From an optimization exercise on the open Yosys and OpenROAD flow, aimed at small area, a short achievable clock period and few clock cycles; shortcuts taken in it are not production practice. Power and IR drop assume default switching activity.

==> inputs of wip/juniper <==
Design gerenciador, start of the top module:
module gerenciador(
    input clk,
    input botao_rst,
    input [31:0] entrada,
    output [31:0] saida
    );
    wire reset = botao_rst | entrada[29];
    reg        rd;         
    reg        wack;       
    reg        rv;         
    reg [4:0]  cnt;        
    reg [7:0]  dout;       
    reg        clr;        
    reg        phA, phB;   
    wire cap = !rd && !wack && entrada[31];
    reg  [15:0] S;         
    reg  [15:1] C;         
    reg  [4:0]  U;         
    reg  [1:0]  q;         
    localparam [20:0] INIT = 21'h138C80;
    wire [7:0] res = U[4] ? 8'd0 : (|{U[3:0], S[15:8]}) ? 8'd255 : S[7:0];
    always @(posedge clk) begin
        if (reset) begin
            rd <= 1'b0; wack <= 1'b0; rv <= 1'b0;
            cnt <= 5'd0;
            phA <= 1'b0; phB <= 1'b0;
            clr <= 1'b1;
        end else begin
            phA <= cap;
            phB <= phA;
            if (cap) clr <= 1'b0;
            if (!rd) begin
                if (cap) wack <= 1'b1;
                if (wack && !entrada[31]) begin
                    wack <= 1'b0;
                    if (cnt == 5'd24) begin
                        cnt <= 5'd0;
                        rd <= 1'b1;
                        rv <= 1'b1;
                    end else
                        cnt <= cnt + 5'd1;
                end
            end else begin
                if (rv && entrada[30]) begin
                    rv <= 1'b0;
                    if (cnt == 5'd8) begin
                        cnt <= 5'd0;
                        rd <= 1'b0;
                        clr <= 1'b1;
                    end else
  ...
==> module gerenciador, before the edit <==
module gerenciador(
    input clk,
    input botao_rst,
    input [31:0] entrada,
    output [31:0] saida
    );
    wire reset = botao_rst | entrada[29];
    reg        rd;         
    reg        wack;       
    reg        rv;         
    reg [4:0]  cnt;        
    reg [7:0]  dout;       
    reg        clr;        
    reg        phA, phB;   
    wire cap = !rd && !wack && entrada[31];
    reg  [15:0] S;         
    reg  [15:1] C;         
    reg  [4:0]  U;         
    reg  [1:0]  q;         
    localparam [20:0] INIT = 21'h138C80;
    wire [7:0] res = U[4] ? 8'd0 : (|{U[3:0], S[15:8]}) ? 8'd255 : S[7:0];
    always @(posedge clk) begin
        if (reset) begin
            rd <= 1'b0; wack <= 1'b0; rv <= 1'b0;
            cnt <= 5'd0;
            phA <= 1'b0; phB <= 1'b0;
            clr <= 1'b1;
        end else begin
            phA <= cap;
            phB <= phA;
            if (cap) clr <= 1'b0;
            if (!rd) begin
                if (cap) wack <= 1'b1;
                if (wack && !entrada[31]) begin
                    wack <= 1'b0;
                    if (cnt == 5'd24) begin
                        cnt <= 5'd0;
                        rd <= 1'b1;
                        rv <= 1'b1;
                    end else
                        cnt <= cnt + 5'd1;
                end
            end else begin
                if (rv && entrada[30]) begin
                    rv <= 1'b0;
                    if (cnt == 5'd8) begin
                        cnt <= 5'd0;
                        rd <= 1'b0;
                        clr <= 1'b1;
                    end else
                        cnt <= cnt + 5'd1;
                end
                if (!rv && !entrada[30]) begin
                    rv <= 1'b1;
                end
            end
        end
    end
    reg [7:0] p, k;
    always @(posedge clk)
        if (cap) begin
            p <= entrada[7:0];
            k <= entrada[15:8];
        end
    wire [3:0] kA = {k[6], k[4], k[2], k[0]} & {4{phA}};
    wire [2:0] kB = {k[5], k[3], k[1]} & {3{phB}};
    reg  [15:0] row [0:3];
    integer j, b;
    always @(*) begin
        for (j = 0; j < 4; j = j + 1) begin
            row[j] = 16'd0;
            for (b = 0; b < 16; b = b + 1) begin
                if (b - 2*j >= 0 && b - 2*j <= 7)
                    row[j][b] = row[j][b] | (p[b-2*j] & kA[j]);
                if (b - 2*j - 1 >= 0 && b - 2*j - 1 <= 7) begin
                    if (j < 3)
                        row[j][b] = row[j][b] | (p[b-2*j-1] & kB[j]);
                    else
                        row[j][b] = row[j][b] | (phB & ~(k[7] & p[b-7]));
                end
            end
        end
    end
    reg [15:0] s [0:4];
    reg [16:0] c [0:4];
    reg [3:0]  co;
    integer l;
    always @(*) begin
        s[0] = clr ? INIT[15:0] : S;
        c[0] = clr ? 17'd0 : {1'b0, C, 1'b0};
        for (l = 1; l <= 4; l = l + 1) begin
            s[l] = s[l-1] ^ c[l-1][15:0] ^ row[l-1];
            c[l] = {(s[l-1] & c[l-1][15:0]) | (s[l-1] & row[l-1]) | (c[l-1][15:0] & row[l-1]), 1'b0};
            co[l-1] = c[l][16];
        end
    end
    always @(posedge clk)
        dout <= (rd && cnt == 5'd4) ? res : 8'd0;
    always @(posedge clk) begin
        S <= s[4];
        C <= c[4][15:1];
        q <= clr ? 2'd0 : {(co[0] & co[1]) | (co[0] & co[2]) | (co[0] & co[3]) |
                           (co[1] & co[2]) | (co[1] & co[3]) | (co[2] & co[3]),
                           co[0] ^ co[1] ^ co[2] ^ co[3]};
        U <= clr ? INIT[20:16] : U + {3'd0, q};
    end
    assign saida = {wack, rv, 22'd0, dout};
endmodule
==> flow/config.mk <==
export PLATFORM = sky130hd
export DESIGN_NAME = gerenciador
export DESIGN_NICKNAME = gerenciador
export VERILOG_FILES = /design/flow/design.v
export SDC_FILE = /design/flow/constraint.sdc
export NUM_CORES = 4
export LEC_CHECK = 0
export CAP_MARGIN = 20
export CORE_MARGIN = 2
export CORE_UTILIZATION = 40
export SLEW_MARGIN = 20
==> flow/constraint.sdc <==
create_clock -name core_clock -period 10.0 [get_ports {clk}]
set_input_delay 2.0000 -clock core_clock [delete_from_list [all_inputs] [get_ports {clk}]]
set_output_delay 2.0000 -clock core_clock [all_outputs]
set_load 0.01 [all_outputs]
standard.sh (not shown) runs the stock make flow with config.mk's settings and CLKGATE_MAP_FILE= SYNTH_SCRIPT=/design/flow/synth_recipe.tcl, a recipe that flattens the netlist after the stock synthesis.
==> flow/flow/run.sh <==
#!/bin/bash
# Standard synthesis and layout, with timing repair aimed below the clock period, fast
# port buffers and no dummy clock loads. Each step's output goes to its own log in the
# work folder.
set -euo pipefail
bash standard.sh synth > synth.log 2>&1
export BUFFER_PORTS_ARGS="-buffer_cell sky130_fd_sc_hd__buf_2"
export SETUP_SLACK_MARGIN=7
export CTS_ARGS="-sink_clustering_enable -repair_clock_nets -dont_use_dummy_load"
bash standard.sh finish > layout.log 2>&1
==> wip/pepper (differences from wip/juniper) <==
==> flow/design.v (replaced) <==
module gerenciador(
    input clk,
    input botao_rst,
    input [31:0] entrada,
    output [31:0] saida
    );
    wire reset = botao_rst | entrada[29];
    reg        rd;         
    reg        wack;       
    reg        rv;         
    reg [4:0]  wcnt;
    reg [3:0]  rcnt;
    reg [7:0]  dout;       
    reg  [7:0] p;
    reg  [7:0] k;
    reg        v1, v2, f1, f2;
    reg signed [15:0] prod;
    reg signed [20:0] acc;
    wire cap = !rd && !wack && entrada[31];
    always @(posedge clk) begin
        if (reset) begin
            rd <= 1'b0; wack <= 1'b0; rv <= 1'b0;
            wcnt <= 5'd0; rcnt <= 4'd0; dout <= 8'd0;
            v1 <= 1'b0; v2 <= 1'b0;
        end else begin
            v1 <= cap;
            v2 <= v1;
            if (!rd) begin
                if (cap) wack <= 1'b1;
                if (wack && !entrada[31]) begin
                    wack <= 1'b0;
                    if (wcnt == 5'd24) begin
                        wcnt <= 5'd0;
                        rd <= 1'b1;
                        rv <= 1'b1;
                        dout <= 8'd0;
                    end else
                        wcnt <= wcnt + 5'd1;
                end
            end else begin
                if (rv && entrada[30]) begin
                    rv <= 1'b0;
                    if (rcnt == 4'd8) begin
                        rcnt <= 4'd0;
                        rd <= 1'b0;
                    end else
                        rcnt <= rcnt + 4'd1;
                end
                if (!rv && !entrada[30]) begin
                    rv <= 1'b1;
                    if (rcnt == 4'd4)
                        dout <= acc[20] ? 8'd0 : (|acc[19:8]) ? 8'd255 : acc[7:0];
                    else
                        dout <= 8'd0;
                end
            end
        end
    end
    always @(posedge clk) begin
        if (cap) begin
            p <= entrada[7:0];
            k <= entrada[15:8];
        end
        f1 <= (wcnt == 5'd0);
        f2 <= f1;
        prod <= $signed({1'b0, p}) * $signed(k);
        if (v2)
            acc <= (f2 ? 21'sd0 : acc) + prod;
    end
    assign saida = {wack, rv, 22'd0, dout};
endmodule
==> flow/run.sh (new file) <==
#!/bin/bash
# synth_recipe.tcl (not shown) runs the flow's synth.tcl, then flattens the netlist and writes it again
# the make line also repeats each setting of config.mk as NAME=value (left out here)
make -C /OpenROAD-flow-scripts/flow DESIGN_CONFIG=/design/flow/config.mk WORK_HOME=/design/flow/orfs CLKGATE_MAP_FILE= SYNTH_SCRIPT=/design/flow/synth_recipe.tcl finish
removed: flow/flow/run.sh
removed: flow/standard.sh
==> wip/lagoon (differences from wip/juniper) <==
--- a/flow/design.v
+++ b/flow/design.v
@@ -38,4 +38,5 @@
                         rd <= 1'b1;
                         rv <= 1'b1;
+                        dout <= 8'd0;
                     end else
                         cnt <= cnt + 5'd1;
@@ -47,5 +48,4 @@
                         cnt <= 5'd0;
                         rd <= 1'b0;
-                        clr <= 1'b1;
                     end else
                         cnt <= cnt + 5'd1;
@@ -53,4 +53,9 @@
                 if (!rv && !entrada[30]) begin
                     rv <= 1'b1;
+                    if (cnt == 5'd4) begin
+                        dout <= res;
+                        clr <= 1'b1;
+                    end else
+                        dout <= 8'd0;
                 end
             end
@@ -63,6 +68,6 @@
             k <= entrada[15:8];
         end
-    wire [3:0] kA = {k[6], k[4], k[2], k[0]} & {4{phA}};
-    wire [2:0] kB = {k[5], k[3], k[1]} & {3{phB}};
+    wire [3:0] kA = k[3:0] & {4{phA}};
+    wire [2:0] kB = k[6:4] & {3{phB}};
     reg  [15:0] row [0:3];
     integer j, b;
@@ -71,9 +76,9 @@
             row[j] = 16'd0;
             for (b = 0; b < 16; b = b + 1) begin
-                if (b - 2*j >= 0 && b - 2*j <= 7)
-                    row[j][b] = row[j][b] | (p[b-2*j] & kA[j]);
-                if (b - 2*j - 1 >= 0 && b - 2*j - 1 <= 7) begin
+                if (b - j >= 0 && b - j <= 7)
+                    row[j][b] = row[j][b] | (p[b-j] & kA[j]);
+                if (b - j - 4 >= 0 && b - j - 4 <= 7) begin
                     if (j < 3)
-                        row[j][b] = row[j][b] | (p[b-2*j-1] & kB[j]);
+                        row[j][b] = row[j][b] | (p[b-j-4] & kB[j]);
                     else
                         row[j][b] = row[j][b] | (phB & ~(k[7] & p[b-7]));
@@ -95,6 +100,4 @@
         end
     end
-    always @(posedge clk)
-        dout <= (rd && cnt == 5'd4) ? res : 8'd0;
     always @(posedge clk) begin
         S <= s[4];
==> flow/flow/run.sh (replaced) <==
#!/bin/bash
# Standard synthesis and layout, with timing repair aimed below the clock period and fast
# port buffers. Each step's output goes to its own log in the work folder.
set -euo pipefail
bash standard.sh synth > synth.log 2>&1
export BUFFER_PORTS_ARGS="-buffer_cell sky130_fd_sc_hd__buf_2"
export SETUP_SLACK_MARGIN=7
bash standard.sh finish > layout.log 2>&1
==> summary of the runs <==
The lowest clock power belongs to wip/juniper, the highest to wip/pepper.
Combinational power: wip/juniper < wip/lagoon < wip/pepper.
In wip/juniper the first-iteration DRC count is lower than in wip/pepper, by about 70%.
Core utilization, lowest first: wip/juniper, wip/pepper, wip/lagoon.
Synthesized area: wip/pepper > wip/lagoon > wip/juniper.
Against wip/lagoon, the clock skew of wip/pepper is lower by 0.0028 ns.
Non-clock buffer count, lowest first: wip/juniper, wip/pepper, wip/lagoon.
The highest sequential power belongs to wip/pepper, the lowest to wip/juniper.
Synthesized cell count: wip/lagoon is lower than wip/pepper (about 40%).
==> figures <==
|  | wip/juniper | wip/lagoon | wip/pepper |
|---|---|---|---|
| Run status | no timing/DRC/antenna violations | no timing/DRC/antenna violations | no timing/DRC/antenna violations |
| Worst r2r src | phB | p[4] | k[7] |
| Clock transition time at the flip-flop clock pins of the worst setup and hold paths | 0.07 ns | 0.08 ns | 0.06 ns |
| Mux contribution to synthesized area | 0 | 0 | 0.003353 |
| Start point of the worst min-delay path | S[4] | wack | f1 |
| Peak-usage layer in the global routing report | met1 | met2 | met2 |
| Syn Area/Cell | 10.81 um^2 | 11.15 um^2 | 9.693 um^2 |
| Area growth syn-to-layout | 6.669% | 11.91% | 11.32% |
| Relative contribution of sequential cells to total power | 0.606 | 0.521 | 0.330 |
| Floorplan Core Area | 9819 um^2 | 10230 um^2 | 14530 um^2 |
| Yosys warning count | 4 | 4 | 1 |
| PostCTS Resize Cnt | 5 | 5 | 0 |
| Met3 wirelength from detailed routing | 273 um | 455 um | 375 um |
| Unrepaired setup endpoints after global routing | no | yes | no |
| Starting density of the core | 0.4127 | 0.4088 | 0.4108 |
| Seq_cells | 70 | 70 | 77 |
| Root buffer selected by CTS | sky130_fd_sc_hd__clkbuf_8 | sky130_fd_sc_hd__clkbuf_8 | sky130_fd_sc_hd__clkbuf_16 |
| Tapcells | 133 | 136 | 184 |
| PnR Total Power | 0.0005089 W | 0.0006045 W | 0.001216 W |
No functional check of the RTL was part of any run of this note.

separate check: timing with driven ports:
In the flow no input, the clock included, has a driving cell. The finished layouts below were timed again as built, in two steps. Step 1: set_driving_cell puts a clkbuf_16 on clk and a buf_2 on each other input, an assumption about the parent block. Step 2, shift: input delay + t, output delay - t, t = (earliest + latest rising clock arrival at the registers) / 2. This alone moves slack from input paths to output paths. Three values: ideal ports, drivers, drivers and shift; two values: the first two.
run | t (ns) | slack for setup (ns) | worst slew at a driven data input, ns
wip/juniper | 0.357 | 7.127 / 7.108 / 6.827 | 0.04
wip/pepper | 0.383 | 5.532 / 5.532 / 5.532 | 0.03
wip/lagoon | 0.372 | 7.041 / 7.041 / 6.754 | 0.03
After both steps every run listed still meets setup and hold. For wip/juniper, which loses most, drivers alone change the setup slack by -0.019 ns; drivers and shift together by -0.300 ns.
